From an optimization exercise on the open Yosys and OpenROAD flow, aimed at small area and a short achievable clock period; shortcuts taken in it are not production practice. RTL that was checked went through simulation tests only; none was proved equivalent to the original. Function not checked in run 2: the RTL went through the layout flow alone.

## flow/design.v (module list and top-level ports; edited modules follow where they fit)
// module Synth: 907 lines
// module FA: 10 lines
// module GP: 11 lines
// module GC: 8 lines
// module NAND2: 7 lines
// module AND6: 6 lines
module Synth(
  input         clock,
  input         reset,
  input  [19:0] io_Freq_0,
  input  [19:0] io_Freq_1,
  input  [19:0] io_Freq_2,
  input  [19:0] io_Freq_3,
  input  [19:0] io_Freq_4,
  input  [19:0] io_Freq_5,
  input  [17:0] io_Amp_0,
  input  [17:0] io_Amp_1,
  input  [17:0] io_Amp_2,
  input  [17:0] io_Amp_3,
  input  [17:0] io_Amp_4,
  input  [17:0] io_Amp_5,
  output [22:0] io_Out
);
  // ...
==> flow/flow/run.sh <==
#!/bin/bash
# Standard ORFS layout with a tighter setup-repair target and minimum-size
# port buffers. Full tool output goes to standard.log in the work folder.
set -euo pipefail
bash standard.sh SETUP_SLACK_MARGIN=8.5 'BUFFER_PORTS_ARGS=-buffer_cell sky130_fd_sc_hd__buf_1' finish > standard.log 2>&1
==> flow/standard.sh <==
#!/bin/bash
# synth_recipe.tcl (not shown) runs the flow's synth.tcl, then flattens the netlist and writes it again
# the make line also repeats each setting of config.mk as NAME=value (left out here)
make -C /OpenROAD-flow-scripts/flow DESIGN_CONFIG=/design/flow/config.mk WORK_HOME=/design/flow/orfs CLKGATE_MAP_FILE= SYNTH_SCRIPT=/design/flow/synth_recipe.tcl "${@:-finish}"
==> flow/config.mk <==
export PLATFORM = sky130hd
export DESIGN_NAME = Synth
export DESIGN_NICKNAME = Synth
export VERILOG_FILES = /design/flow/design.v
export SDC_FILE = /design/flow/constraint.sdc
export NUM_CORES = 4
export LEC_CHECK = 0
export CAP_MARGIN = 20
export CORE_MARGIN = 2
export CORE_UTILIZATION = 40
export CTS_CLUSTER_DIAMETER = 150
export CTS_CLUSTER_SIZE = 24
export SLEW_MARGIN = 20
export SYNTH_HIERARCHICAL = 1
export SYNTH_MINIMUM_KEEP_SIZE = 0
export TNS_END_PERCENT = 20
==> flow/constraint.sdc <==
create_clock -name core_clock -period 15.0 [get_ports {clock}]
set_input_delay 3.0000 -clock core_clock [delete_from_list [all_inputs] [get_ports {clock}]]
set_output_delay 3.0000 -clock core_clock [all_outputs]
set_load 0.01 [all_outputs]
==> notes.md, run 1 <==
setup violators final=0; Setup Fix Bufs, Post-CTS=89; initial drt markers=1653; Final period util=between 40% and 50%; die height=287 microns; cts hold-fix bufs=0; max-cap violations=0; CP Capture Type=flop; status=no timing/DRC/antenna violations; Least-Margin Pin Slew=1.02 ns; Cells after Synth=roughly 3400; Reg-to-Reg End=X1[0]$_SDFFE_PP0P_; fraction of area in registers=25.8%; Leading cell kind=multi-input gates; final hold vios=0; TritonCTS buffer count=23; Synth Area in Adders=20.9%; Period minus WS final=7.02 ns; main combinational cell family by area after synthesis=adder cells; Std-Cell Rows=approximately 100; # diodes=0; Crit path arrival time=about 7.5 ns; TritonCTS clock tree=done; # resized after CTS=202; syn_nets=4041; GP Congestion=0.854; met2 usage=about 38%
==> run 2, diff against run 1 <==
--- a/flow/design.v
+++ b/flow/design.v
@@ -16,17 +16,17 @@
   output [22:0] io_Out
 );
   reg [11:0] t;              
   reg        ph;             
   reg [19:0] div [0:5];
   reg [19:0] idx [0:5];
   reg [19:0] X0, X1;         
   reg        incR;           
-  reg [18:0] WS, WC;         
+  reg [17:0] WS, WC;         
   reg        Wc;
   reg [19:0] PS, PC;         
   reg        Pc;
   reg [19:0] W1S, W1C;       
   reg        W1c;
   reg [20:0] OS, OC;         
   reg        Oc;
   wire [19:0] freq [0:5];
@@ -225,18 +225,16 @@
   wire wvs_g15_15 = WS[14] & WC[14];
   wire wvs_p15_15 = WS[14] ^ WC[14];
   wire wvs_g16_16 = WS[15] & WC[15];
   wire wvs_p16_16 = WS[15] ^ WC[15];
   wire wvs_g17_17 = WS[16] & WC[16];
   wire wvs_p17_17 = WS[16] ^ WC[16];
   wire wvs_g18_18 = WS[17] & WC[17];
   wire wvs_p18_18 = WS[17] ^ WC[17];
-  wire wvs_g19_19 = WS[18] & WC[18];
-  wire wvs_p19_19 = WS[18] ^ WC[18];
   wire wvs_g1_0;
   GC uwvs_g1_0 (.gh(wvs_g1_1), .ph(wvs_p1_1), .gl(Wc), .g(wvs_g1_0));
   wire wvs_g3_2, wvs_p3_2;
   GP uwvs_g3_2 (.gh(wvs_g3_3), .ph(wvs_p3_3), .gl(wvs_g2_2), .pl(wvs_p2_2), .g(wvs_g3_2), .p(wvs_p3_2));
   wire wvs_g5_4, wvs_p5_4;
   GP uwvs_g5_4 (.gh(wvs_g5_5), .ph(wvs_p5_5), .gl(wvs_g4_4), .pl(wvs_p4_4), .g(wvs_g5_4), .p(wvs_p5_4));
   wire wvs_g7_6, wvs_p7_6;
   GP uwvs_g7_6 (.gh(wvs_g7_7), .ph(wvs_p7_7), .gl(wvs_g6_6), .pl(wvs_p6_6), .g(wvs_g7_6), .p(wvs_p7_6));
@@ -245,18 +243,16 @@
   wire wvs_g11_10, wvs_p11_10;
   GP uwvs_g11_10 (.gh(wvs_g11_11), .ph(wvs_p11_11), .gl(wvs_g10_10), .pl(wvs_p10_10), .g(wvs_g11_10), .p(wvs_p11_10));
   wire wvs_g13_12, wvs_p13_12;
   GP uwvs_g13_12 (.gh(wvs_g13_13), .ph(wvs_p13_13), .gl(wvs_g12_12), .pl(wvs_p12_12), .g(wvs_g13_12), .p(wvs_p13_12));
   wire wvs_g15_14, wvs_p15_14;
   GP uwvs_g15_14 (.gh(wvs_g15_15), .ph(wvs_p15_15), .gl(wvs_g14_14), .pl(wvs_p14_14), .g(wvs_g15_14), .p(wvs_p15_14));
   wire wvs_g17_16, wvs_p17_16;
   GP uwvs_g17_16 (.gh(wvs_g17_17), .ph(wvs_p17_17), .gl(wvs_g16_16), .pl(wvs_p16_16), .g(wvs_g17_16), .p(wvs_p17_16));
-  wire wvs_g19_18, wvs_p19_18;
-  GP uwvs_g19_18 (.gh(wvs_g19_19), .ph(wvs_p19_19), .gl(wvs_g18_18), .pl(wvs_p18_18), .g(wvs_g19_18), .p(wvs_p19_18));
   wire wvs_g2_0;
   GC uwvs_g2_0 (.gh(wvs_g2_2), .ph(wvs_p2_2), .gl(wvs_g1_0), .g(wvs_g2_0));
   wire wvs_g3_0;
   GC uwvs_g3_0 (.gh(wvs_g3_2), .ph(wvs_p3_2), .gl(wvs_g1_0), .g(wvs_g3_0));
   wire wvs_g6_4, wvs_p6_4;
   GP uwvs_g6_4 (.gh(wvs_g6_6), .ph(wvs_p6_6), .gl(wvs_g5_4), .pl(wvs_p5_4), .g(wvs_g6_4), .p(wvs_p6_4));
   wire wvs_g7_4, wvs_p7_4;
   GP uwvs_g7_4 (.gh(wvs_g7_6), .ph(wvs_p7_6), .gl(wvs_g5_4), .pl(wvs_p5_4), .g(wvs_g7_4), .p(wvs_p7_4));
@@ -265,18 +261,16 @@
   wire wvs_g11_8, wvs_p11_8;
   GP uwvs_g11_8 (.gh(wvs_g11_10), .ph(wvs_p11_10), .gl(wvs_g9_8), .pl(wvs_p9_8), .g(wvs_g11_8), .p(wvs_p11_8));
   wire wvs_g14_12, wvs_p14_12;
   GP uwvs_g14_12 (.gh(wvs_g14_14), .ph(wvs_p14_14), .gl(wvs_g13_12), .pl(wvs_p13_12), .g(wvs_g14_12), .p(wvs_p14_12));
   wire wvs_g15_12, wvs_p15_12;
   GP uwvs_g15_12 (.gh(wvs_g15_14), .ph(wvs_p15_14), .gl(wvs_g13_12), .pl(wvs_p13_12), .g(wvs_g15_12), .p(wvs_p15_12));
   wire wvs_g18_16, wvs_p18_16;
   GP uwvs_g18_16 (.gh(wvs_g18_18), .ph(wvs_p18_18), .gl(wvs_g17_16), .pl(wvs_p17_16), .g(wvs_g18_16), .p(wvs_p18_16));
-  wire wvs_g19_16, wvs_p19_16;
-  GP uwvs_g19_16 (.gh(wvs_g19_18), .ph(wvs_p19_18), .gl(wvs_g17_16), .pl(wvs_p17_16), .g(wvs_g19_16), .p(wvs_p19_16));
   wire wvs_g4_0;
   GC uwvs_g4_0 (.gh(wvs_g4_4), .ph(wvs_p4_4), .gl(wvs_g3_0), .g(wvs_g4_0));
   wire wvs_g5_0;
   GC uwvs_g5_0 (.gh(wvs_g5_4), .ph(wvs_p5_4), .gl(wvs_g3_0), .g(wvs_g5_0));
   wire wvs_g6_0;
   GC uwvs_g6_0 (.gh(wvs_g6_4), .ph(wvs_p6_4), .gl(wvs_g3_0), .g(wvs_g6_0));
   wire wvs_g7_0;
   GC uwvs_g7_0 (.gh(wvs_g7_4), .ph(wvs_p7_4), .gl(wvs_g3_0), .g(wvs_g7_0));
@@ -305,60 +299,305 @@
   wire wvs_g15_0;
   GC uwvs_g15_0 (.gh(wvs_g15_8), .ph(wvs_p15_8), .gl(wvs_g7_0), .g(wvs_g15_0));
   wire wvs_g16_0;
   GC uwvs_g16_0 (.gh(wvs_g16_16), .ph(wvs_p16_16), .gl(wvs_g15_0), .g(wvs_g16_0));
   wire wvs_g17_0;
   GC uwvs_g17_0 (.gh(wvs_g17_16), .ph(wvs_p17_16), .gl(wvs_g15_0), .g(wvs_g17_0));
   wire wvs_g18_0;
   GC uwvs_g18_0 (.gh(wvs_g18_16), .ph(wvs_p18_16), .gl(wvs_g15_0), .g(wvs_g18_0));
-  wire wvs_g19_0;
-  GC uwvs_g19_0 (.gh(wvs_g19_16), .ph(wvs_p19_16), .gl(wvs_g15_0), .g(wvs_g19_0));
-  wire [18:0] wvs = {wvs_p19_19 ^ wvs_g18_0, wvs_p18_18 ^ wvs_g17_0, wvs_p17_17 ^ wvs_g16_0, wvs_p16_16 ^ wvs_g15_0, wvs_p15_15 ^ wvs_g14_0, wvs_p14_14 ^ wvs_g13_0, wvs_p13_13 ^ wvs_g12_0, wvs_p12_12 ^ wvs_g11_0, wvs_p11_11 ^ wvs_g10_0, wvs_p10_10 ^ wvs_g9_0, wvs_p9_9 ^ wvs_g8_0, wvs_p8_8 ^ wvs_g7_0, wvs_p7_7 ^ wvs_g6_0, wvs_p6_6 ^ wvs_g5_0, wvs_p5_5 ^ wvs_g4_0, wvs_p4_4 ^ wvs_g3_0, wvs_p3_3 ^ wvs_g2_0, wvs_p2_2 ^ wvs_g1_0, wvs_p1_1 ^ Wc};
+  wire [17:0] wvs = {wvs_p18_18 ^ wvs_g17_0, wvs_p17_17 ^ wvs_g16_0, wvs_p16_16 ^ wvs_g15_0, wvs_p15_15 ^ wvs_g14_0, wvs_p14_14 ^ wvs_g13_0, wvs_p13_13 ^ wvs_g12_0, wvs_p12_12 ^ wvs_g11_0, wvs_p11_11 ^ wvs_g10_0, wvs_p10_10 ^ wvs_g9_0, wvs_p9_9 ^ wvs_g8_0, wvs_p8_8 ^ wvs_g7_0, wvs_p7_7 ^ wvs_g6_0, wvs_p6_6 ^ wvs_g5_0, wvs_p5_5 ^ wvs_g4_0, wvs_p4_4 ^ wvs_g3_0, wvs_p3_3 ^ wvs_g2_0, wvs_p2_2 ^ wvs_g1_0, wvs_p1_1 ^ Wc};
+  wire outs_g1_1 = OS[0] & OC[0];
+  wire outs_p1_1 = OS[0] ^ OC[0];
+  wire outs_g2_2 = OS[1] & OC[1];
+  wire outs_p2_2 = OS[1] ^ OC[1];
+  wire outs_g3_3 = OS[2] & OC[2];
+  wire outs_p3_3 = OS[2] ^ OC[2];
+  wire outs_g4_4 = OS[3] & OC[3];
+  wire outs_p4_4 = OS[3] ^ OC[3];
+  wire outs_g5_5 = OS[4] & OC[4];
+  wire outs_p5_5 = OS[4] ^ OC[4];
+  wire outs_g6_6 = OS[5] & OC[5];
+  wire outs_p6_6 = OS[5] ^ OC[5];
+  wire outs_g7_7 = OS[6] & OC[6];
+  wire outs_p7_7 = OS[6] ^ OC[6];
+  wire outs_g8_8 = OS[7] & OC[7];
+  wire outs_p8_8 = OS[7] ^ OC[7];
+  wire outs_g9_9 = OS[8] & OC[8];
+  wire outs_p9_9 = OS[8] ^ OC[8];
+  wire outs_g10_10 = OS[9] & OC[9];
+  wire outs_p10_10 = OS[9] ^ OC[9];
+  wire outs_g11_11 = OS[10] & OC[10];
+  wire outs_p11_11 = OS[10] ^ OC[10];
+  wire outs_g12_12 = OS[11] & OC[11];
+  wire outs_p12_12 = OS[11] ^ OC[11];
+  wire outs_g13_13 = OS[12] & OC[12];
+  wire outs_p13_13 = OS[12] ^ OC[12];
+  wire outs_g14_14 = OS[13] & OC[13];
+  wire outs_p14_14 = OS[13] ^ OC[13];
+  wire outs_g15_15 = OS[14] & OC[14];
+  wire outs_p15_15 = OS[14] ^ OC[14];
+  wire outs_g16_16 = OS[15] & OC[15];
+  wire outs_p16_16 = OS[15] ^ OC[15];
+  wire outs_g17_17 = OS[16] & OC[16];
+  wire outs_p17_17 = OS[16] ^ OC[16];
+  wire outs_g18_18 = OS[17] & OC[17];
+  wire outs_p18_18 = OS[17] ^ OC[17];
+  wire outs_g19_19 = OS[18] & OC[18];
+  wire outs_p19_19 = OS[18] ^ OC[18];
+  wire outs_g20_20 = OS[19] & OC[19];
+  wire outs_p20_20 = OS[19] ^ OC[19];
+  wire outs_g21_21 = OS[20] & OC[20];
+  wire outs_p21_21 = OS[20] ^ OC[20];
+  wire outs_g1_0;
+  GC uouts_g1_0 (.gh(outs_g1_1), .ph(outs_p1_1), .gl(Oc), .g(outs_g1_0));
+  wire outs_g3_2, outs_p3_2;
+  GP uouts_g3_2 (.gh(outs_g3_3), .ph(outs_p3_3), .gl(outs_g2_2), .pl(outs_p2_2), .g(outs_g3_2), .p(outs_p3_2));
+  wire outs_g5_4, outs_p5_4;
+  GP uouts_g5_4 (.gh(outs_g5_5), .ph(outs_p5_5), .gl(outs_g4_4), .pl(outs_p4_4), .g(outs_g5_4), .p(outs_p5_4));
+  wire outs_g7_6, outs_p7_6;
+  GP uouts_g7_6 (.gh(outs_g7_7), .ph(outs_p7_7), .gl(outs_g6_6), .pl(outs_p6_6), .g(outs_g7_6), .p(outs_p7_6));
+  wire outs_g9_8, outs_p9_8;
+  GP uouts_g9_8 (.gh(outs_g9_9), .ph(outs_p9_9), .gl(outs_g8_8), .pl(outs_p8_8), .g(outs_g9_8), .p(outs_p9_8));
+  wire outs_g11_10, outs_p11_10;
+  GP uouts_g11_10 (.gh(outs_g11_11), .ph(outs_p11_11), .gl(outs_g10_10), .pl(outs_p10_10), .g(outs_g11_10), .p(outs_p11_10));
+  wire outs_g13_12, outs_p13_12;
+  GP uouts_g13_12 (.gh(outs_g13_13), .ph(outs_p13_13), .gl(outs_g12_12), .pl(outs_p12_12), .g(outs_g13_12), .p(outs_p13_12));
+  wire outs_g15_14, outs_p15_14;
+  GP uouts_g15_14 (.gh(outs_g15_15), .ph(outs_p15_15), .gl(outs_g14_14), .pl(outs_p14_14), .g(outs_g15_14), .p(outs_p15_14));
+  wire outs_g17_16, outs_p17_16;
+  GP uouts_g17_16 (.gh(outs_g17_17), .ph(outs_p17_17), .gl(outs_g16_16), .pl(outs_p16_16), .g(outs_g17_16), .p(outs_p17_16));
+  wire outs_g19_18, outs_p19_18;
+  GP uouts_g19_18 (.gh(outs_g19_19), .ph(outs_p19_19), .gl(outs_g18_18), .pl(outs_p18_18), .g(outs_g19_18), .p(outs_p19_18));
+  wire outs_g21_20, outs_p21_20;
+  GP uouts_g21_20 (.gh(outs_g21_21), .ph(outs_p21_21), .gl(outs_g20_20), .pl(outs_p20_20), .g(outs_g21_20), .p(outs_p21_20));
+  wire outs_g2_0;
+  GC uouts_g2_0 (.gh(outs_g2_2), .ph(outs_p2_2), .gl(outs_g1_0), .g(outs_g2_0));
+  wire outs_g3_0;
+  GC uouts_g3_0 (.gh(outs_g3_2), .ph(outs_p3_2), .gl(outs_g1_0), .g(outs_g3_0));
+  wire outs_g6_4, outs_p6_4;
+  GP uouts_g6_4 (.gh(outs_g6_6), .ph(outs_p6_6), .gl(outs_g5_4), .pl(outs_p5_4), .g(outs_g6_4), .p(outs_p6_4));
+  wire outs_g7_4, outs_p7_4;
+  GP uouts_g7_4 (.gh(outs_g7_6), .ph(outs_p7_6), .gl(outs_g5_4), .pl(outs_p5_4), .g(outs_g7_4), .p(outs_p7_4));
+  wire outs_g10_8, outs_p10_8;
+  GP uouts_g10_8 (.gh(outs_g10_10), .ph(outs_p10_10), .gl(outs_g9_8), .pl(outs_p9_8), .g(outs_g10_8), .p(outs_p10_8));
+  wire outs_g11_8, outs_p11_8;
+  GP uouts_g11_8 (.gh(outs_g11_10), .ph(outs_p11_10), .gl(outs_g9_8), .pl(outs_p9_8), .g(outs_g11_8), .p(outs_p11_8));
+  wire outs_g14_12, outs_p14_12;
+  GP uouts_g14_12 (.gh(outs_g14_14), .ph(outs_p14_14), .gl(outs_g13_12), .pl(outs_p13_12), .g(outs_g14_12), .p(outs_p14_12));
+  wire outs_g15_12, outs_p15_12;
+  GP uouts_g15_12 (.gh(outs_g15_14), .ph(outs_p15_14), .gl(outs_g13_12), .pl(outs_p13_12), .g(outs_g15_12), .p(outs_p15_12));
+  wire outs_g18_16, outs_p18_16;
+  GP uouts_g18_16 (.gh(outs_g18_18), .ph(outs_p18_18), .gl(outs_g17_16), .pl(outs_p17_16), .g(outs_g18_16), .p(outs_p18_16));
+  wire outs_g19_16, outs_p19_16;
+  GP uouts_g19_16 (.gh(outs_g19_18), .ph(outs_p19_18), .gl(outs_g17_16), .pl(outs_p17_16), .g(outs_g19_16), .p(outs_p19_16));
+  wire outs_g4_0;
+  GC uouts_g4_0 (.gh(outs_g4_4), .ph(outs_p4_4), .gl(outs_g3_0), .g(outs_g4_0));
+  wire outs_g5_0;
+  GC uouts_g5_0 (.gh(outs_g5_4), .ph(outs_p5_4), .gl(outs_g3_0), .g(outs_g5_0));
+  wire outs_g6_0;
+  GC uouts_g6_0 (.gh(outs_g6_4), .ph(outs_p6_4), .gl(outs_g3_0), .g(outs_g6_0));
+  wire outs_g7_0;
+  GC uouts_g7_0 (.gh(outs_g7_4), .ph(outs_p7_4), .gl(outs_g3_0), .g(outs_g7_0));
+  wire outs_g12_8, outs_p12_8;
+  GP uouts_g12_8 (.gh(outs_g12_12), .ph(outs_p12_12), .gl(outs_g11_8), .pl(outs_p11_8), .g(outs_g12_8), .p(outs_p12_8));
+  wire outs_g13_8, outs_p13_8;
+  GP uouts_g13_8 (.gh(outs_g13_12), .ph(outs_p13_12), .gl(outs_g11_8), .pl(outs_p11_8), .g(outs_g13_8), .p(outs_p13_8));
+  wire outs_g14_8, outs_p14_8;
+  GP uouts_g14_8 (.gh(outs_g14_12), .ph(outs_p14_12), .gl(outs_g11_8), .pl(outs_p11_8), .g(outs_g14_8), .p(outs_p14_8));
+  wire outs_g15_8, outs_p15_8;
+  GP uouts_g15_8 (.gh(outs_g15_12), .ph(outs_p15_12), .gl(outs_g11_8), .pl(outs_p11_8), .g(outs_g15_8), .p(outs_p15_8));
+  wire outs_g20_16, outs_p20_16;
+  GP uouts_g20_16 (.gh(outs_g20_20), .ph(outs_p20_20), .gl(outs_g19_16), .pl(outs_p19_16), .g(outs_g20_16), .p(outs_p20_16));
+  wire outs_g21_16, outs_p21_16;
+  GP uouts_g21_16 (.gh(outs_g21_20), .ph(outs_p21_20), .gl(outs_g19_16), .pl(outs_p19_16), .g(outs_g21_16), .p(outs_p21_16));
+  wire outs_g8_0;
+  GC uouts_g8_0 (.gh(outs_g8_8), .ph(outs_p8_8), .gl(outs_g7_0), .g(outs_g8_0));
+  wire outs_g9_0;
+  GC uouts_g9_0 (.gh(outs_g9_8), .ph(outs_p9_8), .gl(outs_g7_0), .g(outs_g9_0));
+  wire outs_g10_0;
+  GC uouts_g10_0 (.gh(outs_g10_8), .ph(outs_p10_8), .gl(outs_g7_0), .g(outs_g10_0));
+  wire outs_g11_0;
+  GC uouts_g11_0 (.gh(outs_g11_8), .ph(outs_p11_8), .gl(outs_g7_0), .g(outs_g11_0));
+  wire outs_g12_0;
+  GC uouts_g12_0 (.gh(outs_g12_8), .ph(outs_p12_8), .gl(outs_g7_0), .g(outs_g12_0));
+  wire outs_g13_0;
+  GC uouts_g13_0 (.gh(outs_g13_8), .ph(outs_p13_8), .gl(outs_g7_0), .g(outs_g13_0));
+  wire outs_g14_0;
+  GC uouts_g14_0 (.gh(outs_g14_8), .ph(outs_p14_8), .gl(outs_g7_0), .g(outs_g14_0));
+  wire outs_g15_0;
+  GC uouts_g15_0 (.gh(outs_g15_8), .ph(outs_p15_8), .gl(outs_g7_0), .g(outs_g15_0));
+  wire outs_g16_0;
+  GC uouts_g16_0 (.gh(outs_g16_16), .ph(outs_p16_16), .gl(outs_g15_0), .g(outs_g16_0));
+  wire outs_g17_0;
+  GC uouts_g17_0 (.gh(outs_g17_16), .ph(outs_p17_16), .gl(outs_g15_0), .g(outs_g17_0));
+  wire outs_g18_0;
+  GC uouts_g18_0 (.gh(outs_g18_16), .ph(outs_p18_16), .gl(outs_g15_0), .g(outs_g18_0));
+  wire outs_g19_0;
+  GC uouts_g19_0 (.gh(outs_g19_16), .ph(outs_p19_16), .gl(outs_g15_0), .g(outs_g19_0));
+  wire outs_g20_0;
+  GC uouts_g20_0 (.gh(outs_g20_16), .ph(outs_p20_16), .gl(outs_g15_0), .g(outs_g20_0));
+  wire outs_g21_0;
+  GC uouts_g21_0 (.gh(outs_g21_16), .ph(outs_p21_16), .gl(outs_g15_0), .g(outs_g21_0));
+  wire [20:0] outs = {outs_p21_21 ^ outs_g20_0, outs_p20_20 ^ outs_g19_0, outs_p19_19 ^ outs_g18_0, outs_p18_18 ^ outs_g17_0, outs_p17_17 ^ outs_g16_0, outs_p16_16 ^ outs_g15_0, outs_p15_15 ^ outs_g14_0, outs_p14_14 ^ outs_g13_0, outs_p13_13 ^ outs_g12_0, outs_p12_12 ^ outs_g11_0, outs_p11_11 ^ outs_g10_0, outs_p10_10 ^ outs_g9_0, outs_p9_9 ^ outs_g8_0, outs_p8_8 ^ outs_g7_0, outs_p7_7 ^ outs_g6_0, outs_p6_6 ^ outs_g5_0, outs_p5_5 ^ outs_g4_0, outs_p4_4 ^ outs_g3_0, outs_p3_3 ^ outs_g2_0, outs_p2_2 ^ outs_g1_0, outs_p1_1 ^ Oc};
+  wire pres_g1_1 = PS[0] & PC[0];
+  wire pres_p1_1 = PS[0] ^ PC[0];
+  wire pres_g2_2 = PS[1] & PC[1];
+  wire pres_p2_2 = PS[1] ^ PC[1];
+  wire pres_g3_3 = PS[2] & PC[2];
+  wire pres_p3_3 = PS[2] ^ PC[2];
+  wire pres_g4_4 = PS[3] & PC[3];
+  wire pres_p4_4 = PS[3] ^ PC[3];
+  wire pres_g5_5 = PS[4] & PC[4];
+  wire pres_p5_5 = PS[4] ^ PC[4];
+  wire pres_g6_6 = PS[5] & PC[5];
+  wire pres_p6_6 = PS[5] ^ PC[5];
+  wire pres_g7_7 = PS[6] & PC[6];
+  wire pres_p7_7 = PS[6] ^ PC[6];
+  wire pres_g8_8 = PS[7] & PC[7];
+  wire pres_p8_8 = PS[7] ^ PC[7];
+  wire pres_g9_9 = PS[8] & PC[8];
+  wire pres_p9_9 = PS[8] ^ PC[8];
+  wire pres_g10_10 = PS[9] & PC[9];
+  wire pres_p10_10 = PS[9] ^ PC[9];
+  wire pres_g11_11 = PS[10] & PC[10];
+  wire pres_p11_11 = PS[10] ^ PC[10];
+  wire pres_g12_12 = PS[11] & PC[11];
+  wire pres_p12_12 = PS[11] ^ PC[11];
+  wire pres_g13_13 = PS[12] & PC[12];
+  wire pres_p13_13 = PS[12] ^ PC[12];
+  wire pres_g14_14 = PS[13] & PC[13];
+  wire pres_p14_14 = PS[13] ^ PC[13];
+  wire pres_g15_15 = PS[14] & PC[14];
+  wire pres_p15_15 = PS[14] ^ PC[14];
+  wire pres_g16_16 = PS[15] & PC[15];
+  wire pres_p16_16 = PS[15] ^ PC[15];
+  wire pres_g17_17 = PS[16] & PC[16];
+  wire pres_p17_17 = PS[16] ^ PC[16];
+  wire pres_g18_18 = PS[17] & PC[17];
+  wire pres_p18_18 = PS[17] ^ PC[17];
+  wire pres_g19_19 = PS[18] & PC[18];
+  wire pres_p19_19 = PS[18] ^ PC[18];
+  wire pres_g20_20 = PS[19] & PC[19];
+  wire pres_p20_20 = PS[19] ^ PC[19];
+  wire pres_g1_0;
+  GC upres_g1_0 (.gh(pres_g1_1), .ph(pres_p1_1), .gl(Pc), .g(pres_g1_0));
+  wire pres_g3_2, pres_p3_2;
+  GP upres_g3_2 (.gh(pres_g3_3), .ph(pres_p3_3), .gl(pres_g2_2), .pl(pres_p2_2), .g(pres_g3_2), .p(pres_p3_2));
+  wire pres_g5_4, pres_p5_4;
+  GP upres_g5_4 (.gh(pres_g5_5), .ph(pres_p5_5), .gl(pres_g4_4), .pl(pres_p4_4), .g(pres_g5_4), .p(pres_p5_4));
+  wire pres_g7_6, pres_p7_6;
+  GP upres_g7_6 (.gh(pres_g7_7), .ph(pres_p7_7), .gl(pres_g6_6), .pl(pres_p6_6), .g(pres_g7_6), .p(pres_p7_6));
+  wire pres_g9_8, pres_p9_8;
+  GP upres_g9_8 (.gh(pres_g9_9), .ph(pres_p9_9), .gl(pres_g8_8), .pl(pres_p8_8), .g(pres_g9_8), .p(pres_p9_8));
+  wire pres_g11_10, pres_p11_10;
+  GP upres_g11_10 (.gh(pres_g11_11), .ph(pres_p11_11), .gl(pres_g10_10), .pl(pres_p10_10), .g(pres_g11_10), .p(pres_p11_10));
+  wire pres_g13_12, pres_p13_12;
+  GP upres_g13_12 (.gh(pres_g13_13), .ph(pres_p13_13), .gl(pres_g12_12), .pl(pres_p12_12), .g(pres_g13_12), .p(pres_p13_12));
+  wire pres_g15_14, pres_p15_14;
+  GP upres_g15_14 (.gh(pres_g15_15), .ph(pres_p15_15), .gl(pres_g14_14), .pl(pres_p14_14), .g(pres_g15_14), .p(pres_p15_14));
+  wire pres_g17_16, pres_p17_16;
+  GP upres_g17_16 (.gh(pres_g17_17), .ph(pres_p17_17), .gl(pres_g16_16), .pl(pres_p16_16), .g(pres_g17_16), .p(pres_p17_16));
+  wire pres_g19_18, pres_p19_18;
+  GP upres_g19_18 (.gh(pres_g19_19), .ph(pres_p19_19), .gl(pres_g18_18), .pl(pres_p18_18), .g(pres_g19_18), .p(pres_p19_18));
+  wire pres_g2_0;
+  GC upres_g2_0 (.gh(pres_g2_2), .ph(pres_p2_2), .gl(pres_g1_0), .g(pres_g2_0));
+  wire pres_g3_0;
+  GC upres_g3_0 (.gh(pres_g3_2), .ph(pres_p3_2), .gl(pres_g1_0), .g(pres_g3_0));
+  wire pres_g6_4, pres_p6_4;
+  GP upres_g6_4 (.gh(pres_g6_6), .ph(pres_p6_6), .gl(pres_g5_4), .pl(pres_p5_4), .g(pres_g6_4), .p(pres_p6_4));
+  wire pres_g7_4, pres_p7_4;
+  GP upres_g7_4 (.gh(pres_g7_6), .ph(pres_p7_6), .gl(pres_g5_4), .pl(pres_p5_4), .g(pres_g7_4), .p(pres_p7_4));
+  wire pres_g10_8, pres_p10_8;
+  GP upres_g10_8 (.gh(pres_g10_10), .ph(pres_p10_10), .gl(pres_g9_8), .pl(pres_p9_8), .g(pres_g10_8), .p(pres_p10_8));
+  wire pres_g11_8, pres_p11_8;
+  GP upres_g11_8 (.gh(pres_g11_10), .ph(pres_p11_10), .gl(pres_g9_8), .pl(pres_p9_8), .g(pres_g11_8), .p(pres_p11_8));
+  wire pres_g14_12, pres_p14_12;
+  GP upres_g14_12 (.gh(pres_g14_14), .ph(pres_p14_14), .gl(pres_g13_12), .pl(pres_p13_12), .g(pres_g14_12), .p(pres_p14_12));
+  wire pres_g15_12, pres_p15_12;
+  GP upres_g15_12 (.gh(pres_g15_14), .ph(pres_p15_14), .gl(pres_g13_12), .pl(pres_p13_12), .g(pres_g15_12), .p(pres_p15_12));
+  wire pres_g18_16, pres_p18_16;
+  GP upres_g18_16 (.gh(pres_g18_18), .ph(pres_p18_18), .gl(pres_g17_16), .pl(pres_p17_16), .g(pres_g18_16), .p(pres_p18_16));
+  wire pres_g19_16, pres_p19_16;
+  GP upres_g19_16 (.gh(pres_g19_18), .ph(pres_p19_18), .gl(pres_g17_16), .pl(pres_p17_16), .g(pres_g19_16), .p(pres_p19_16));
+  wire pres_g4_0;
+  GC upres_g4_0 (.gh(pres_g4_4), .ph(pres_p4_4), .gl(pres_g3_0), .g(pres_g4_0));
+  wire pres_g5_0;
+  GC upres_g5_0 (.gh(pres_g5_4), .ph(pres_p5_4), .gl(pres_g3_0), .g(pres_g5_0));
+  wire pres_g6_0;
+  GC upres_g6_0 (.gh(pres_g6_4), .ph(pres_p6_4), .gl(pres_g3_0), .g(pres_g6_0));
+  wire pres_g7_0;
+  GC upres_g7_0 (.gh(pres_g7_4), .ph(pres_p7_4), .gl(pres_g3_0), .g(pres_g7_0));
+  wire pres_g12_8, pres_p12_8;
+  GP upres_g12_8 (.gh(pres_g12_12), .ph(pres_p12_12), .gl(pres_g11_8), .pl(pres_p11_8), .g(pres_g12_8), .p(pres_p12_8));
+  wire pres_g13_8, pres_p13_8;
+  GP upres_g13_8 (.gh(pres_g13_12), .ph(pres_p13_12), .gl(pres_g11_8), .pl(pres_p11_8), .g(pres_g13_8), .p(pres_p13_8));
+  wire pres_g14_8, pres_p14_8;
+  GP upres_g14_8 (.gh(pres_g14_12), .ph(pres_p14_12), .gl(pres_g11_8), .pl(pres_p11_8), .g(pres_g14_8), .p(pres_p14_8));
+  wire pres_g15_8, pres_p15_8;
+  GP upres_g15_8 (.gh(pres_g15_12), .ph(pres_p15_12), .gl(pres_g11_8), .pl(pres_p11_8), .g(pres_g15_8), .p(pres_p15_8));
+  wire pres_g20_16, pres_p20_16;
+  GP upres_g20_16 (.gh(pres_g20_20), .ph(pres_p20_20), .gl(pres_g19_16), .pl(pres_p19_16), .g(pres_g20_16), .p(pres_p20_16));
+  wire pres_g8_0;
+  GC upres_g8_0 (.gh(pres_g8_8), .ph(pres_p8_8), .gl(pres_g7_0), .g(pres_g8_0));
+  wire pres_g9_0;
+  GC upres_g9_0 (.gh(pres_g9_8), .ph(pres_p9_8), .gl(pres_g7_0), .g(pres_g9_0));
+  wire pres_g10_0;
+  GC upres_g10_0 (.gh(pres_g10_8), .ph(pres_p10_8), .gl(pres_g7_0), .g(pres_g10_0));
+  wire pres_g11_0;
+  GC upres_g11_0 (.gh(pres_g11_8), .ph(pres_p11_8), .gl(pres_g7_0), .g(pres_g11_0));
+  wire pres_g12_0;
+  GC upres_g12_0 (.gh(pres_g12_8), .ph(pres_p12_8), .gl(pres_g7_0), .g(pres_g12_0));
+  wire pres_g13_0;
+  GC upres_g13_0 (.gh(pres_g13_8), .ph(pres_p13_8), .gl(pres_g7_0), .g(pres_g13_0));
+  wire pres_g14_0;
+  GC upres_g14_0 (.gh(pres_g14_8), .ph(pres_p14_8), .gl(pres_g7_0), .g(pres_g14_0));
+  wire pres_g15_0;
+  GC upres_g15_0 (.gh(pres_g15_8), .ph(pres_p15_8), .gl(pres_g7_0), .g(pres_g15_0));
+  wire pres_g16_0;
+  GC upres_g16_0 (.gh(pres_g16_16), .ph(pres_p16_16), .gl(pres_g15_0), .g(pres_g16_0));
+  wire pres_g17_0;
+  GC upres_g17_0 (.gh(pres_g17_16), .ph(pres_p17_16), .gl(pres_g15_0), .g(pres_g17_0));
+  wire pres_g18_0;
+  GC upres_g18_0 (.gh(pres_g18_16), .ph(pres_p18_16), .gl(pres_g15_0), .g(pres_g18_0));
+  wire pres_g19_0;
+  GC upres_g19_0 (.gh(pres_g19_16), .ph(pres_p19_16), .gl(pres_g15_0), .g(pres_g19_0));
+  wire pres_g20_0;
+  GC upres_g20_0 (.gh(pres_g20_16), .ph(pres_p20_16), .gl(pres_g15_0), .g(pres_g20_0));
+  wire [19:0] pres = {pres_p20_20 ^ pres_g19_0, pres_p19_19 ^ pres_g18_0, pres_p18_18 ^ pres_g17_0, pres_p17_17 ^ pres_g16_0, pres_p16_16 ^ pres_g15_0, pres_p15_15 ^ pres_g14_0, pres_p14_14 ^ pres_g13_0, pres_p13_13 ^ pres_g12_0, pres_p12_12 ^ pres_g11_0, pres_p11_11 ^ pres_g10_0, pres_p10_10 ^ pres_g9_0, pres_p9_9 ^ pres_g8_0, pres_p8_8 ^ pres_g7_0, pres_p7_7 ^ pres_g6_0, pres_p6_6 ^ pres_g5_0, pres_p5_5 ^ pres_g4_0, pres_p4_4 ^ pres_g3_0, pres_p3_3 ^ pres_g2_0, pres_p2_2 ^ pres_g1_0, pres_p1_1 ^ Pc};
   wire [19:0] index = idxs;
   wire [17:0] fold  = index[18] ? index[17:0] : ~index[17:0];
   wire        negw  = ph & index[19];
-  wire [17:0] Wv   = ~wvs[18:1];                     
-  wire [19:0] Pres = PS + PC + {19'h0, Pc};         
+  wire [17:0] Wv   = ~wvs;                          
+  wire [19:0] Pres = pres;                          
   wire [22:0] prow = {23{t[11]}} & {{3{Pres[19]}}, Pres};
+  wire [17:0] m1 = ph ? Wv : fold;
   wire [17:0] m2;
+  wire [17:0] foldq = {18{~ph}} & fold;
   wire  [5:0] asel = {t[11], t[9], t[7], t[5], t[3], t[1]};
-  wire        ph0 = ~ph;
-  genvar q, r;
+  genvar q;
   generate
     for (q = 0; q < 18; q = q + 1) begin : amux
-      wire [5:0] n;
-      for (r = 0; r < 6; r = r + 1) begin : an
-        NAND2 u (.a(amp[r][q]), .b(asel[r]), .y(n[r]));
-      end
-      wire na, nf;
-      AND6 ua (.a(n[5:0]), .y(na));
-      NAND2 uf (.a(fold[q]), .b(ph0), .y(nf));
-      NAND2 uo (.a(na), .b(nf), .y(m2[q]));
+      AMUX u (.a({amp[5][q], amp[4][q], amp[3][q], amp[2][q], amp[1][q], amp[0][q]}),
+              .s(asel), .f(foldq[q]), .y(m2[q]));
     end
   endgenerate
-  wire [20:0] wx = {2'b00, Wv, 1'b0};
-  wire [20:0] fx = {2'b00, fold, 1'b0};
-  wire [20:0] ix = {2'b00, index[17:0], 1'b0};
+  wire [20:0] m1x = {2'b00, m1, 1'b0};
   wire [9:0]  neg;
   wire [18:0] pp0, pp1, pp2, pp3, pp4, pp5, pp6, pp7, pp8, pp9;
   wire [18:0] pp [0:9];
   genvar k;
   generate
     for (k = 0; k < 10; k = k + 1) begin : booth
-      wire oneW = wx[2*k+1] ^ wx[2*k];
-      wire twoW = (wx[2*k+2] & ~wx[2*k+1] & ~wx[2*k]) | (~wx[2*k+2] & wx[2*k+1] & wx[2*k]);
-      wire negW = wx[2*k+2] ^ negw;
-      wire [20:0] ux = (k >= 1 && k <= 8) ? ix : fx;
-      wire oneX = ux[2*k+1] ^ ux[2*k];
-      wire twoX = (ux[2*k+2] & ~ux[2*k+1] & ~ux[2*k]) | (~ux[2*k+2] & ux[2*k+1] & ux[2*k]);
-      wire negX = fx[2*k+2];
-      wire one = ph ? oneW : oneX;
-      wire two = ph ? twoW : twoX;
-      assign neg[k] = ph ? negW : negX;
+      wire b0 = m1x[2*k];
+      wire b1 = m1x[2*k+1];
+      wire b2 = m1x[2*k+2];
+      wire one = b1 ^ b0;
+      wire two = (b2 & ~b1 & ~b0) | (~b2 & b1 & b0);
+      assign neg[k] = b2 ^ negw;
       wire [18:0] mag = ({19{one}} & {1'b0, m2}) | ({19{two}} & {m2, 1'b0});
       assign pp[k] = mag ^ {19{neg[k]}};
     end
   endgenerate
   assign pp0 = pp[0]; assign pp1 = pp[1]; assign pp2 = pp[2]; assign pp3 = pp[3];
   assign pp4 = pp[4]; assign pp5 = pp[5]; assign pp6 = pp[6]; assign pp7 = pp[7];
   assign pp8 = pp[8]; assign pp9 = pp[9];
   wire [39:0] R0, R1;
@@ -848,20 +1087,20 @@
   GC ugc0_10 (.gh(g9_10), .ph(p9_10), .gl(g0_8), .g(g0_10));
   wire g0_12;
   GC ugc0_12 (.gh(g11_12), .ph(p11_12), .gl(g0_10), .g(g0_12));
   wire g0_16;
   GC ugc0_16 (.gh(g13_16), .ph(p13_16), .gl(g0_12), .g(g0_16));
   wire c17 = g0_16;
   assign R0 = {tc420, tc418, tc416, tc412, tc408, tc402, tc396, tc388, tc380, tc370, tc360, tc348, tc336, tc322, tc308, tc292, tc276, tc258, tc240, tc220, tc200, tc180, tc162, tc144, tc128, tc112, tc98, tc84, ts81, tc60, tc50, ts47, ts37, ts29, ts21, ts15, ts9, pp1[0], pp0[1], pp0[0]};
   assign R1 = {ts421, ts419, ts417, ts415, ts411, ts407, ts401, ts395, ts387, ts379, ts369, ts359, ts347, ts335, ts321, ts307, ts291, ts275, ts257, ts239, ts219, ts199, ts179, ts161, ts143, ts127, ts111, ts97, ts83, ts71, ts59, ts49, ts39, ts31, ts23, ts17, ts11, ts7, ts3, ts1};
-  wire        gR = ~(t[7] | t[11]);
-  wire [19:0] A0 = ({20{gR}} & R0[36:17]) | ({20{t[7]}} & W1S);
-  wire [19:0] A1 = ({20{gR}} & R1[36:17]) | ({20{t[7]}} & W1C);
-  wire        ac = (gR & c17) | (t[7] & W1c);
+  wire        c18 = (R0[17] & R1[17]) | ((R0[17] | R1[17]) & c17);
+  wire [19:0] A0 = t[7] ? W1S : t[11] ? 20'h0 : R0[36:17];
+  wire [19:0] A1 = t[7] ? W1C : t[11] ? 20'h0 : R1[36:17];
+  wire        ac = t[7] ? W1c : t[11] ? 1'b0  : c17;
   wire [19:0] X0n = A0 ^ A1 ^ irs_n;
   wire [19:0] X1n = {(A0[18:0] & A1[18:0]) | (A0[18:0] & irs_n[18:0]) | (A1[18:0] & irs_n[18:0]), ac};
   always @(posedge clock) begin
     if (reset) begin
       t <= 12'h001;
       ph <= 1'b0;
       incR <= 1'b0;
       X0 <= 20'h0;
@@ -870,19 +1109,19 @@
       t <= {t[10:0], t[11]};
       ph <= ~ph;
       incR <= |(eqv & {t[10], t[8], t[6], t[4], t[2], t[0]});
       if (ph) begin
         X0 <= X0n;
         X1 <= X1n;
       end
     end
-    WS <= R0[35:17];
-    WC <= R1[35:17];
-    Wc <= c17;
+    WS <= R0[35:18];
+    WC <= R1[35:18];
+    Wc <= c18;
     if (t[7]) begin
       PS <= R0[36:17];
       PC <= R1[36:17];
       Pc <= c17;
     end
     if (reset) begin
       W1S <= 20'h0;
       W1C <= 20'h0;
@@ -897,17 +1136,16 @@
       OC <= 21'h0;
       Oc <= 1'b0;
     end else if (t[11]) begin
       OS <= R0[37:17];
       OC <= R1[37:17];
       Oc <= c17;
     end
   end
-  wire [20:0] outs = OS + OC + {20'h0, Oc};
   assign io_Out = {{2{outs[20]}}, outs};
 endmodule
 module FA(
   input  a,
   input  b,
   input  c,
   output s,
   output co
@@ -929,21 +1167,16 @@
 module GC(
   input  gh,
   input  ph,
   input  gl,
   output g
 );
   assign g = gh | (ph & gl);
 endmodule
-module NAND2(
-  input  a,
-  input  b,
-  output y
-);
-  assign y = ~(a & b);
-endmodule
-module AND6(
+module AMUX(
   input  [5:0] a,
+  input  [5:0] s,
+  input        f,
   output       y
 );
-  assign y = &a;
+  assign y = |(a & s) | f;
 endmodule
==> flow/config.mk (replaced) <==
export PLATFORM = sky130hd
export DESIGN_NAME = Synth
export DESIGN_NICKNAME = Synth
export VERILOG_FILES = /design/flow/design.v
export SDC_FILE = /design/flow/constraint.sdc
export NUM_CORES = 4
export LEC_CHECK = 0
export CAP_MARGIN = 20
export CORE_MARGIN = 2
export CORE_UTILIZATION = 40
export SLEW_MARGIN = 20
export SYNTH_HIERARCHICAL = 1
export SYNTH_MINIMUM_KEEP_SIZE = 0
export TNS_END_PERCENT = 20
==> notes.md, run 2 <==
status=no timing/DRC/antenna violations; non-filler cells, final=~4600; Reg-to-Reg End=X0[2]$_SDFFE_PP0P_; syn_area_per_cell=10.0 sq um; I/O Buffers=252; Layout fillers=7275; Setup WS pre-CTS=6.40 ns; Yosys reg bits=456; most common cell in the netlist=dfxtp_1; Worst Skew=0.0248 ns; DR WL met3=5190 microns; Min-Delay Path Class=flop to flop; Root Buffer=clkbuf_16; post-synthesis cell type count=68; TritonCTS buffer count=50 (+120%); Placeable Area=between 70000 and 80000 sq um; max-slew violations=0; GP Congestion=0.838 (-1.8%); Post-synth top cells=dfxtp_1, xnor2_1, nor2_1; most frequent cells in the layout=dfxtp_1, xnor2_1, nor2_1; hold depth=1; Final period util=48.5% (+1.7 points); Synth Flop Type=dfxtp_1; WL per Instance=20.0 microns; CP Launch Type=primary input; global-route wire length before repair=about 140000 microns; highest layer used for signal routing=met4; final hold vios=0 (unchanged); hold endpoint=div[0][0]$_DFF_P_; Clock Sinks=456; Synth top area share=26.1%; sum of negative setup slack=0 ns; drc violations=0; max-cap violations=0 (unchanged); register area=around 9600 sq um; Post-DP HPWL=63400 microns; area occupied by multi-input gates=approximately 23000 sq um; Regs by FF count=div (120), idx (120); worst skew pair latency=0.59 ns; Area Growth Syn to Fin=22.1%; detailed-route via count=approximately 25000; CP Capture Type=flop; H-tree depth=2; total track usage=approximately 22%; Util after Layout=49.3%; initial drt markers=1703 (+3.0%); die height=286 microns (-0.41%); Critical Path Fanout Max=17; RSZ-0062 raised after global routing=true; TritonCTS clock tree=done; Worst R2R Start=X0[0]$_SDFFE_PP0P_; post-route setup slack=between 7 and 8 ns; critical path type=primary input to flop; number of cells on the worst reg-to-reg path=26; critical path launch point=io_Amp_0[10]; Crit path arrival time=7.70 ns (+0.25 ns); Vias/cell=5.38; WL final=91900 microns; Routed Antenna Nets=0; chip width=286 microns; slowest cell delay on critical path=0.61 ns; die footprint=slightly above 80000 sq um; Std-Cell Rows=103 (unchanged); syn_nets=3828 (-5.3%); initial antenna violation count=4; pin count of the biggest net entering global routing=140; Mapped Area=31800 sq um; number of global-route vias before repair=25500; most common cell after layout, fill and taps aside=dfxtp_1; layout cell share with drive strength beyond 1=18.2%; leading area contributor after synthesis=dfxtp_1; Reg clk slew, reported paths=0.06 ns; # IOs=between 200 and 300; CTS Buffer Depth=3; FMAX=~140 MHz; sequential fraction of the synthesis area=30.0%; cts hold-fix bufs=0 (unchanged); hold_sp=div[0][0]$_DFF_P_; top post-synthesis cells by area=dfxtp_1, fa_1, xnor2_1; reg2reg setup slack=just under 8 ns; initial core utilization=40.3%; M1 WL=38900 microns; fin nets=between 4000 and 5000; Slowest cell on crit path=fa_2; Least-Margin Pin Slew=1.04 ns (+0.0239 ns); FFs w/ async S/R, synth=0%; Post-synth EDFFs=41; Period minus WS final=7.28 ns (+0.260 ns); placed cells=4350; Worst slew margin=between 20% and 30%; Cells after Synth=3181 (-6.2%); DRT Pass-1 Iters=8; Yosys Warn Count=11; Critical Path RT=15.42 ns; crit path cell chain=buf_1, a222oi_1, nand3_4, buf_12, a22oi_1, xnor2_1, fa_2, fa_1, fa_1, fa_1, fa_2, nor3b_2, a21oi_2, fa_2, a211oi_2; aggregate global routing overflow=0; setup violators final=0 (unchanged); met2 wire len=45200 microns
## run 2: cell families (layout without fill, tap and decap cells)
kind of cell / count (synthesis) / after routing / synth area share (%)
buf+inv: 201 / 556 / 2.82
other cells: 0 / 1 / 0
simple gates: 930 / 933 / 15.6
xor+xnor: 544 / 544 / 15.2
mux: 85 / 85 / 2.67
compound gates: 547 / 547 / 12.8
flops: 456 / 456 / 30.0
fa+ha+maj: 418 / 418 / 20.9
## run 2: through the flow
stage               hold WS (ns)  cell area, sq um
floorplan                  0.453             32500
global placement           0.475             34000
detailed placement         0.483             34000
CTS                        0.491             38400
global route               0.512             38900
finish                     0.487             38900
## run 2: layout make-up
type | count | area share [%]
Sequential cell | 456 | 24.6
Clock buffer | 80 | 3.98
Inverter | 36 | 0.431
Clock inverter | 14 | 0.493
Timing Repair Buffer | 426 | 7.34
Antenna cell | 1 | 0.00644
Multi-Input combinational cell | 2527 | 59.8
Tap cell | 1050 | 3.38
## run 2: critical path: cells and delay by family
kind / cells / cell delay (ns)
buffers and inverters: 2 / 0.26
xor gates and xnor gates: 1 / 0.15
adders and majority gates: 6 / 3.09
AOI/OAI and AO/OA: 4 / 0.86
and+or+nand+nor: 2 / 0.33
## run 2: routing by layer
metal  global-route usage [%]  vias up
met3                     2.90      149
met2                     38.9      777
met4                     6.56        0
met1                     28.5    12100
li1                         -    11700
met5                        0        -
## run 2: how the worst max path moves through the flow
stage / cells past startpoint / endpoint / slack (ns)
finish: 15 / X0[2]$_SDFFE_PP0P_ / 7.72
global route: 15 / X0[2]$_SDFFE_PP0P_ / 7.59
CTS: 15 / X0[2]$_SDFFE_PP0P_ / 7.80
detailed placement: 24 / X0[6]$_SDFFE_PP0P_ / 6.40
global placement: 17 / X1[0]$_SDFFE_PP0P_ / 6.44
floorplan: 16 / X0[4]$_SDFFE_PP0P_ / 7.55
## run 2: what timing repair did
item	4_1_cts	5_1_grt
pin swaps	122	60
resized for setup	231	70
setup endpoints to repair	182	94
setup buffers	124	15
cloned	6	0
## run 2: per-module statistics from Yosys (local to each module, per instance)
module	times used	area [sq um]
GC	86	7.51
AMUX	18	27.5
FA	171	20.0
GP	87	13.8
Synth	1	26100

## static timing again, ports no longer ideal
No port has a modelled driver above. Below, the same layouts with a new extraction and two added sets of constraints. Step 1 sets driving cells, clkbuf_16 on the clock port and buf_2 on the other inputs (assumed; they add their load-dependent delay and slew). Step 2 times the ports against the registers' clock, not the clock port: input delays grow and output delays shrink by t, the midpoint of the rising clock arrivals with the driver on. Slacks: ideal / step 1 / step 2; pairs: ideal / step 1.
run	t, ns	slack for setup (ns)	slew at the worst register clock pin (ns)
run 1	0.619	7.981 / 8.015 / 7.396	0.10 / 0.10
run 2	0.643	7.721 / 7.759 / 7.116	0.07 / 0.07
After both steps every run listed still meets setup and hold. The setup slack of run 2, which loses most, moves by +0.038 ns with the drivers and by -0.605 ns with both steps.
